This is an optimization exercise on Yosys and OpenROAD, whose aim is small area and a short achievable clock period, not a production implementation. Only simulation tests tie the RTL to the original design; equivalence was not proved. Power figures rest on the tool's default switching activity, not on a simulated workload.

// ex_stage
module ex_stage (
	input wire clk,
	input wire reset,
	input wire we,
	output wire [4:0] reg_probe,
	output wire [31:0] data_probe,
	output wire write_probe,
	input wire alu_s,
	input wire alu_t,
	input wire alu_op,
	input wire dst_reg,
	input wire is_link,
	input wire is_jump,
	input wire dst_jump,
	input wire [31:0] pc_jump,
	input wire [31:0] pc_next,
	input wire [31:0] data_s,
	input wire [31:0] data_t,
	input wire [31:0] data_c0,
	input wire [5:0] opcode,
	input wire [5:0] funct,
	input wire [4:0] reg_s,
	input wire [4:0] reg_t,
	input wire [4:0] reg_d,
	input wire is_branch,
	input wire mem_read,
	input wire mem_write,
	input wire mem_type,
	input wire mem_to_reg,
	input wire reg_write,
	input wire [31:0] immediate,
	output reg is_branch_out,
	output reg [31:0] pc_branch,
	output reg is_jump_out,
	output reg [31:0] pc_jump_out,
	output reg alu_zero,
	output reg mem_read_out,
	output reg mem_write_out,
	output reg mem_type_out,
	output reg mem_to_reg_out,
	output reg [31:0] alu_out,
	output reg [31:0] data_t_out,
	output reg [4:0] reg_addr,
	output reg reg_write_out
);
For scale: roughly 5500 cells after synthesis, ~140 flip-flops, ~410 I/O pins, about 39000 um2 of cells after synthesis.
clock: 600.0 ns
lec_check: 0
abc_area: 1
cap_margin: 20
core_margin: 2
core_utilization: 70
cts_cluster_diameter: 50
cts_cluster_size: 10
place_density: 0.8
slew_margin: 20
standard.sh (not shown) runs the stock make flow with config.mk's settings and CLKGATE_MAP_FILE= SYNTH_SCRIPT=/design/flow/synth_recipe.tcl, a recipe that flattens the netlist after the stock synthesis.
==> flow/flow/run.sh <==
#!/bin/bash
# Standard ORFS layout, but the port buffers that global placement inserts use the
# smallest plain buffer (buf_1) instead of the default choice (a delay-cell buffer).
set -euo pipefail
bash standard.sh 'BUFFER_PORTS_ARGS=-buffer_cell sky130_fd_sc_hd__buf_1' finish > flow_make.log 2>&1
The starting point finished clean.
==> next run, changes <==
==> flow/run.sh (new file) <==
#!/bin/bash
# synth_recipe.tcl (not shown) runs the flow's synth.tcl, then flattens the netlist and writes it again
# the make line also repeats each setting of config.mk as NAME=value (left out here)
make -C /OpenROAD-flow-scripts/flow DESIGN_CONFIG=/design/flow/config.mk WORK_HOME=/design/flow/orfs CLKGATE_MAP_FILE= SYNTH_SCRIPT=/design/flow/synth_recipe.tcl finish
removed: flow/flow/run.sh
removed: flow/standard.sh
Outcome: Flip-flop and latch count does not change. Routed wire length came out higher by 2.1%. Total power came out higher by about 0.8%. Utilization came out higher by 4.6 points. Global-route usage came out higher by 0.89 points. Via count came out higher by 0.55%. Sequential power is about the same. Combinational power came out higher by about 0.8%.

ex_stage, a different RTL version from the one above (not shown whole).
For scale: roughly 6100 cells after synthesis, roughly 410 I/O pins.
## ex_stage
module ex_stage (
	input wire clk,
	input wire reset,
	input wire we,
	output wire [4:0] reg_probe,
	output wire [31:0] data_probe,
	output wire write_probe,
	input wire alu_s,
	input wire alu_t,
	input wire alu_op,
	input wire dst_reg,
	input wire is_link,
	input wire is_jump,
	input wire dst_jump,
	input wire [31:0] pc_jump,
	input wire [31:0] pc_next,
	input wire [31:0] data_s,
	input wire [31:0] data_t,
	input wire [31:0] data_c0,
	input wire [5:0] opcode,
	input wire [5:0] funct,
	input wire [4:0] reg_s,
	input wire [4:0] reg_t,
	input wire [4:0] reg_d,
	input wire is_branch,
	input wire mem_read,
	input wire mem_write,
	input wire mem_type,
	input wire mem_to_reg,
	input wire reg_write,
	input wire [31:0] immediate,
	output reg is_branch_out,
	output reg [31:0] pc_branch,
	output reg is_jump_out,
	output reg [31:0] pc_jump_out,
	output reg alu_zero,
	output reg mem_read_out,
	output reg mem_write_out,
	output reg mem_type_out,
	output reg mem_to_reg_out,
	output reg [31:0] alu_out,
	output reg [31:0] data_t_out,
	output reg [4:0] reg_addr,
	output reg reg_write_out
);
==> flow/config.mk <==
export PLATFORM = sky130hd
export DESIGN_NAME = ex_stage
export DESIGN_NICKNAME = ex_stage
export VERILOG_FILES = /design/flow/design.v
export SDC_FILE = /design/flow/constraint.sdc
export NUM_CORES = 4
export LEC_CHECK = 0
export ABC_AREA = 1
export CAP_MARGIN = 20
export CORE_MARGIN = 2
export CORE_UTILIZATION = 60
export CTS_BUF_LIST = sky130_fd_sc_hd__clkbuf_8
export CTS_CLUSTER_DIAMETER = 40
export CTS_CLUSTER_SIZE = 8
export PLACE_DENSITY = 0.7
export SLEW_MARGIN = 20
==> flow/constraint.sdc <==
create_clock -name core_clock -period 600.0 [get_ports {clk}]
set_input_delay 120.0000 -clock core_clock [delete_from_list [all_inputs] [get_ports {clk}]]
set_output_delay 120.0000 -clock core_clock [all_outputs]
set_load 0.01 [all_outputs]
==> flow/flow/run.sh <==
#!/bin/bash
# Standard ORFS layout (the standard.sh, unchanged synthesis) with two changes:
#  - after synthesis, every combinational cell is swapped to the smallest-area cell of
#    its own family (same function and pins, e.g. nand2_4 -> nand2_1); the placer's
#    repair_design still sizes up what slew or load limits need;
#  - the port buffers that global placement inserts use buf_1 instead of a delay-cell buffer.
set -euo pipefail
W=$PWD
R=$W/orfs/results/$FLOW_PLATFORM/ex_stage/base
bash standard.sh synth > flow_synth.log 2>&1
cat > "$W/downsize_run.tcl" <<EOT
read_db $R/1_synth.odb
source $W/flow/downsize.tcl
downsize_all
write_db $R/1_synth.odb
EOT
openroad -no_init -exit "$W/downsize_run.tcl" > downsize.log 2>&1
bash standard.sh 'BUFFER_PORTS_ARGS=-buffer_cell sky130_fd_sc_hd__buf_1' finish > flow_make.log 2>&1
==> flow/flow/downsize.tcl <==
# Swap every combinational cell to the smallest-area cell of the same family (same function,
# same pins): sky130_fd_sc_hd__<base>_<N> -> the <base>_<M> with least area. Flip-flops stay.
proc downsize_all {} {
  set db [ord::get_db]
  set masters {}
  foreach lib [$db getLibs] {
    foreach m [$lib getMasters] { lappend masters $m }
  }
  array set best {}
  foreach m $masters {
    set n [$m getName]
    if {![regexp {^(sky130_fd_sc_hd__[a-z0-9]+)_([0-9]+)$} $n -> base sz]} { continue }
    set a [expr {[$m getWidth] * [$m getHeight]}]
    if {![info exists best($base)] || $a < [lindex $best($base) 1]} { set best($base) [list $m $a] }
  }
  set n 0
  foreach inst [[ord::get_db_block] getInsts] {
    set m [$inst getMaster]
    set name [$m getName]
    if {![regexp {^(sky130_fd_sc_hd__[a-z0-9]+)_([0-9]+)$} $name -> base sz]} { continue }
    if {[regexp {df|dl|edf|sdf|tap|fill|decap|conb|clkdly|dlygate|dlymetal} $base]} { continue }
    if {![info exists best($base)]} { continue }
    set bm [lindex $best($base) 0]
    if {[$bm getName] ne $name} {
      if {[$inst swapMaster $bm]} { incr n }
    }
  }
  puts "downsize_all: swapped $n instances"
}
The baseline finished clean.
Next try:
- CORE_UTILIZATION: 60 -> 70
- CTS_BUF_LIST: sky130_fd_sc_hd__clkbuf_8 -> default
- CTS_CLUSTER_DIAMETER: 40 -> 50
- CTS_CLUSTER_SIZE: 8 -> 10
- PLACE_DENSITY: 0.7 -> 0.8
After rerunning: Routed wire length grows by 2.4%. Hold slack barely changes. Power grows by 2.5%. Clock skew stays the same. Critical path depth stays the same. Worst setup slack degrades by 0.78 ns. Register-to-register slack degrades by 0.07 ns. Via count grows by 4.7%.
Next try:
- CORE_UTILIZATION: 70 -> 60
- PLACE_DENSITY: 0.8 -> 0.7
What happened:
- The new run completed with no timing, DRC or antenna violations
- sequential share of layout area barely changes
- first-iteration DRC count falls by 22%
- total power falls by 2.0%
- core utilization falls by 10 points
- design area rises by about 0.43%
- setup slack gains 0.75 ns
Next try:
- CORE_UTILIZATION: 60 -> 70
- CTS_BUF_LIST: default -> sky130_fd_sc_hd__clkbuf_8
- CTS_CLUSTER_DIAMETER: 50 -> 40
- CTS_CLUSTER_SIZE: 10 -> 8
- PLACE_DENSITY: 0.7 -> 0.8
Total power goes up by about 1.6%; global-route usage grows by 8.0 points; cell count goes down by about 1.4%; sequential cell count stays the same; via count grows by about 4%; utilization is higher by 9.8 points; area after synthesis is unchanged; clock-buffer cell count is unchanged; clock power decreases by 19%.

## re-timing with driven ports
How much do the figures lean on ideal ports? The routed layouts below were timed once more, with nothing changed but the port constraints.
Step 1 (the two cells are an assumption about what drives the block):
set clk [get_ports {clk}]
set_driving_cell -lib_cell sky130_fd_sc_hd__clkbuf_16 $clk
set_driving_cell -lib_cell sky130_fd_sc_hd__buf_2 [delete_from_list [all_inputs] $clk]
Step 2 adds t to the input delays and takes it off the output delays; t is the mean of the earliest and latest rising clock arrival at the registers after step 1. Input paths then give back, and output paths get back, about the clock's delay inside the block.
a / b / c = no drivers / after step 1 / after step 2; a / b = the first two.
run	shift t [ns]	setup WS [ns]	hold slack, ns	cell pins on the clock port's net
the first run of note 1	0.546	245.702 / 245.674 / 245.674	0.487 / 0.487 / 0.487	1
the second run of note 1	0.538	244.867 / 244.843 / 244.843	0.487 / 0.487 / 0.487	1
the first run of note 2	0.585	258.145 / 258.107 / 258.107	0.487 / 0.487 / 0.487	1
the second run of note 2	0.543	257.367 / 257.341 / 257.341	0.486 / 0.486 / 0.486	1
the third run of note 2	0.540	258.119 / 258.080 / 258.080	0.473 / 0.473 / 0.473	1
the fourth run of note 2	0.601	257.485 / 257.456 / 257.456	0.485 / 0.485 / 0.485	1
After both steps every run listed still meets setup and hold. The setup slack of the third run of note 2, which loses most, moves by -0.039 ns with the drivers and by -0.039 ns with both steps.
